This is an optimization exercise on Yosys and OpenROAD, whose aim is small area, not a production implementation. Only simulation tests tie the RTL to the original design; equivalence was not proved. Power is estimated from default activity; no workload was simulated.

==> flow/design.v (excerpt) <==
module lights(
    input clk,
    input rst,
    input rx,
    output tx,
    output [2*12-1:0] leds
    );
Size: about 3500 cells after synthesis, ~48000 um^2 of cells after synthesis.
Settings: LEC_CHECK=0, CAP_MARGIN=20, CORE_MARGIN=2, CORE_UTILIZATION=70, SLEW_MARGIN=20; clock period 10.0 ns.
standard.sh (not shown) runs the stock make flow with config.mk's settings and CLKGATE_MAP_FILE= SYNTH_SCRIPT=/design/flow/synth_recipe.tcl, a recipe that flattens the netlist after the stock synthesis.
==> flow/flow/run.sh <==
#!/bin/bash
# The standard layout (standard.sh) with two changes:
#  - synthesis maps the logic with an area-oriented ABC script (flow/area.abc)
#    in place of ORFS's speed script; the standard flow's synthesis script is otherwise
#    used as is (same flip-flop mapping and register names);
#  - clock tree synthesis uses clkbuf_8 leaf clusters of at most 18 sinks and
#    no dummy loads.
# The make output goes to flow.log; ORFS keeps each step's log in orfs/logs.
set -euo pipefail
here=$(pwd)
cat > "$here/area_synth.tcl" <<TCL
proc abc {args} {
    set i [lsearch -exact \$args -script]
    if {\$i >= 0} { lset args [expr {\$i + 1}] $here/flow/area.abc }
    yosys abc {*}\$args
}
source $here/synth_recipe.tcl
TCL
sed "s#SYNTH_SCRIPT=[^ ]*#SYNTH_SCRIPT=$here/area_synth.tcl#" standard.sh > area_standard.sh
export CTS_ARGS="-sink_clustering_enable -repair_clock_nets -dont_use_dummy_load -buf_list sky130_fd_sc_hd__clkbuf_8 -sink_clustering_size 20 -sink_clustering_max_diameter 45"
bash area_standard.sh > flow.log 2>&1
==> flow/flow/area.abc <==
strash
dch -f
map -a
mfs2
strash
dch -f
map -a
mfs2
strash
dch -f
map -a
topo
Then changed:
--- a/flow/flow/run.sh
+++ b/flow/flow/run.sh
@@ -20 +20,2 @@
-export CTS_ARGS="-sink_clustering_enable -repair_clock_nets -dont_use_dummy_load -buf_list sky130_fd_sc_hd__clkbuf_8 -sink_clustering_size 20 -sink_clustering_max_diameter 45"
+export CTS_ARGS="-sink_clustering_enable -repair_clock_nets -dont_use_dummy_load -buf_list {sky130_fd_sc_hd__clkbuf_4 sky130_fd_sc_hd__clkbuf_8} -sink_clustering_size 12 -sink_clustering_max_diameter 40"
+export BUFFER_PORTS_ARGS="-buffer_cell sky130_fd_sc_hd__buf_1"
==> flow/flow/area.abc (replaced) <==
strash
&get -n
&deepsyn -T 60
&put
dc2
strash
dch -f
map -a
mfs2
strash
dc2
strash
dch -f
map -a
mfs2
strash
dc2
dch -f
map -a
topo
Effect: Die area drops slightly. Fmax shrinks slightly. Synthesized cell count goes down by a few percent. Cell area barely changes. Non-clock buffer count increases by 1.
Then changed:
--- a/flow/flow/run.sh
+++ b/flow/flow/run.sh
@@ -5,0 +6 @@
+#  - ports are buffered with buf_1 (BUFFER_PORTS_ARGS);
@@ -20 +21 @@
-export CTS_ARGS="-sink_clustering_enable -repair_clock_nets -dont_use_dummy_load -buf_list {sky130_fd_sc_hd__clkbuf_4 sky130_fd_sc_hd__clkbuf_8} -sink_clustering_size 12 -sink_clustering_max_diameter 40"
+export CTS_ARGS="-sink_clustering_enable -repair_clock_nets -dont_use_dummy_load -buf_list sky130_fd_sc_hd__clkbuf_8 -sink_clustering_size 16 -sink_clustering_max_diameter 65"
After rerunning: The new run produced a clean layout. Power goes down by about 5.5%. Critical path depth stays the same. Cell area went down by 1.6%. Die area stays the same. Fmax grows by 1.1%. Via count came out lower by 0.86%. Cell count came out lower by 1.3%. Wire length shrinks by about 1.3%. Non-clock buffer count does not change.
Then changed:
--- a/flow/flow/run.sh
+++ b/flow/flow/run.sh
@@ -6 +5,0 @@
-#  - ports are buffered with buf_1 (BUFFER_PORTS_ARGS);
@@ -21 +20 @@
-export CTS_ARGS="-sink_clustering_enable -repair_clock_nets -dont_use_dummy_load -buf_list sky130_fd_sc_hd__clkbuf_8 -sink_clustering_size 16 -sink_clustering_max_diameter 65"
+export CTS_ARGS="-sink_clustering_enable -repair_clock_nets -dont_use_dummy_load -buf_list sky130_fd_sc_hd__clkbuf_8 -sink_clustering_size 18 -sink_clustering_max_diameter 50"
Outcome:
- global-route usage rises by 0.12 points
- combinational power hardly moves
- final cell count barely changes
- synthesized cell count does not change
- non-clock buffer count stays the same
- worst setup slack loses 4.0 ps
- total power is about the same
- clock power stays flat
- first-iteration DRC count goes down by about 11%

---

lights again, from the RTL that the note above started with.
export LEC_CHECK = 0
export CAP_MARGIN = 20
export CORE_MARGIN = 2
export CORE_UTILIZATION = 70
export SLEW_MARGIN = 20
create_clock -name core_clock -period 10.0 [get_ports {clk}]
==> flow/flow/run.sh <==
#!/bin/bash
# The standard layout (standard.sh) with two changes:
#  - synthesis maps the logic with an area-oriented ABC script (flow/area.abc)
#    in place of ORFS's speed script; the standard flow's synthesis script is otherwise
#    used as is (same flip-flop mapping and register names);
#  - clock tree synthesis uses clkbuf_8 leaf clusters of at most 18 sinks and
#    no dummy loads.
# The make output goes to flow.log; ORFS keeps each step's log in orfs/logs.
set -euo pipefail
here=$(pwd)
cat > "$here/area_synth.tcl" <<TCL
proc abc {args} {
    set i [lsearch -exact \$args -script]
    if {\$i >= 0} { lset args [expr {\$i + 1}] $here/flow/area.abc }
    yosys abc {*}\$args
}
source $here/synth_recipe.tcl
TCL
sed "s#SYNTH_SCRIPT=[^ ]*#SYNTH_SCRIPT=$here/area_synth.tcl#" standard.sh > area_standard.sh
export CTS_ARGS="-sink_clustering_enable -repair_clock_nets -dont_use_dummy_load -buf_list sky130_fd_sc_hd__clkbuf_8 -sink_clustering_size 18 -sink_clustering_max_diameter 50"
bash area_standard.sh > flow.log 2>&1
==> flow/flow/area.abc <==
strash
dch -f
map -a
mfs2
strash
dch -f
map -a
mfs2
strash
dch -f
map -a
topo
==> next run, changes <==
--- a/flow/flow/run.sh
+++ b/flow/flow/run.sh
@@ -5,0 +6 @@
+#  - ports are buffered with buf_1 (BUFFER_PORTS_ARGS);
@@ -20,0 +22 @@
+export BUFFER_PORTS_ARGS="-buffer_cell sky130_fd_sc_hd__buf_1"
==> flow/flow/area.abc (replaced) <==
strash
&get -n
&deepsyn -T 60
&put
dc2
strash
dch -f
map -a
mfs2
strash
dc2
strash
dch -f
map -a
mfs2
strash
dc2
dch -f
map -a
topo
The changed run ran to the end with no violations; maximum frequency drops by 1.2%; final cell count fell by 2.0%; via count decreases by 3.7%; clock-buffer cell count goes down by 2; sequential share of layout area rises by 0.91 points; area after synthesis drops by 0.97%; routed wire length shrinks by 4.0%; final area fell by 1.2%; sequential power fell by about 0.9%.
==> next run, changes <==
--- a/flow/flow/run.sh
+++ b/flow/flow/run.sh
@@ -21 +21 @@
-export CTS_ARGS="-sink_clustering_enable -repair_clock_nets -dont_use_dummy_load -buf_list sky130_fd_sc_hd__clkbuf_8 -sink_clustering_size 18 -sink_clustering_max_diameter 50"
+export CTS_ARGS="-sink_clustering_enable -repair_clock_nets -dont_use_dummy_load -buf_list sky130_fd_sc_hd__clkbuf_8 -sink_clustering_size 18 -sink_clustering_max_diameter 60"
What happened:
- setup slack improves by 0.036 ns
- core utilization falls by 0.27 points
- die area is unchanged
- design area came out lower slightly
- final cell count falls slightly
- synthesized cell count stays the same
- combinational power is about the same
- non-clock buffer count stays the same
- hold slack improved by 0.017 ns
==> next run, changes <==
--- a/flow/flow/run.sh
+++ b/flow/flow/run.sh
@@ -6 +5,0 @@
-#  - ports are buffered with buf_1 (BUFFER_PORTS_ARGS);
@@ -21,2 +20 @@
-export CTS_ARGS="-sink_clustering_enable -repair_clock_nets -dont_use_dummy_load -buf_list sky130_fd_sc_hd__clkbuf_8 -sink_clustering_size 18 -sink_clustering_max_diameter 60"
-export BUFFER_PORTS_ARGS="-buffer_cell sky130_fd_sc_hd__buf_1"
+export CTS_ARGS="-sink_clustering_enable -repair_clock_nets -dont_use_dummy_load -buf_list sky130_fd_sc_hd__clkbuf_8 -sink_clustering_size 18 -sink_clustering_max_diameter 50"
=>
- routed wire length hardly moves
- die area is unchanged
- synthesized cell count is unchanged
- via count rises by about 0.37%
- cell count rises by about 0.34%
- critical path depth rises by 1
- setup slack gets worse by 0.23 ns
- power rises by about 2%

## port drivers added, routing unchanged
The results above use ideal ports. As a check the final layouts listed here were re-extracted and re-timed, cells and wires unchanged.
Step 1 sets driving cells, clkbuf_16 on the clock port and buf_2 on the other inputs (assumed; they add their load-dependent delay and slew).
Step 2 adds t to the input delays and takes it off the output delays; t is the mean of the earliest and latest rising clock arrival at the registers after step 1. Input paths then give back, and output paths get back, about the clock's delay inside the block.
a / b / c = no drivers / after step 1 / after step 2; a / b = the first two.
| run | t, ns | slack for setup (ns) | hold WS [ns] | cell pins on the clock port's net |
|---|---|---|---|---|
| the first run of note 1 | 0.790 | 2.091 / 2.032 / 2.822 | 0.277 / 0.277 / 0.277 | 1 |
| the second run of note 1 | 0.826 | 1.939 / 1.880 / 2.706 | 0.282 / 0.282 / 0.282 | 1 |
| the third run of note 1 | 0.808 | 2.028 / 1.961 / 2.769 | 0.269 / 0.269 / 0.269 | 1 |
| the fourth run of note 1 | 0.784 | 2.024 / 1.965 / 2.749 | 0.273 / 0.273 / 0.273 | 1 |
| the first run of note 2 | 0.794 | 2.121 / 2.062 / 2.856 | 0.265 / 0.265 / 0.265 | 1 |
| the second run of note 2 | 0.784 | 2.024 / 1.965 / 2.749 | 0.273 / 0.273 / 0.273 | 1 |
| the third run of note 2 | 0.780 | 2.060 / 2.003 / 2.783 | 0.290 / 0.290 / 0.290 | 1 |
| the fourth run of note 2 | 0.782 | 1.834 / 1.776 / 2.558 | 0.286 / 0.286 / 0.286 | 1 |
After both steps setup and hold are still met in every run listed.
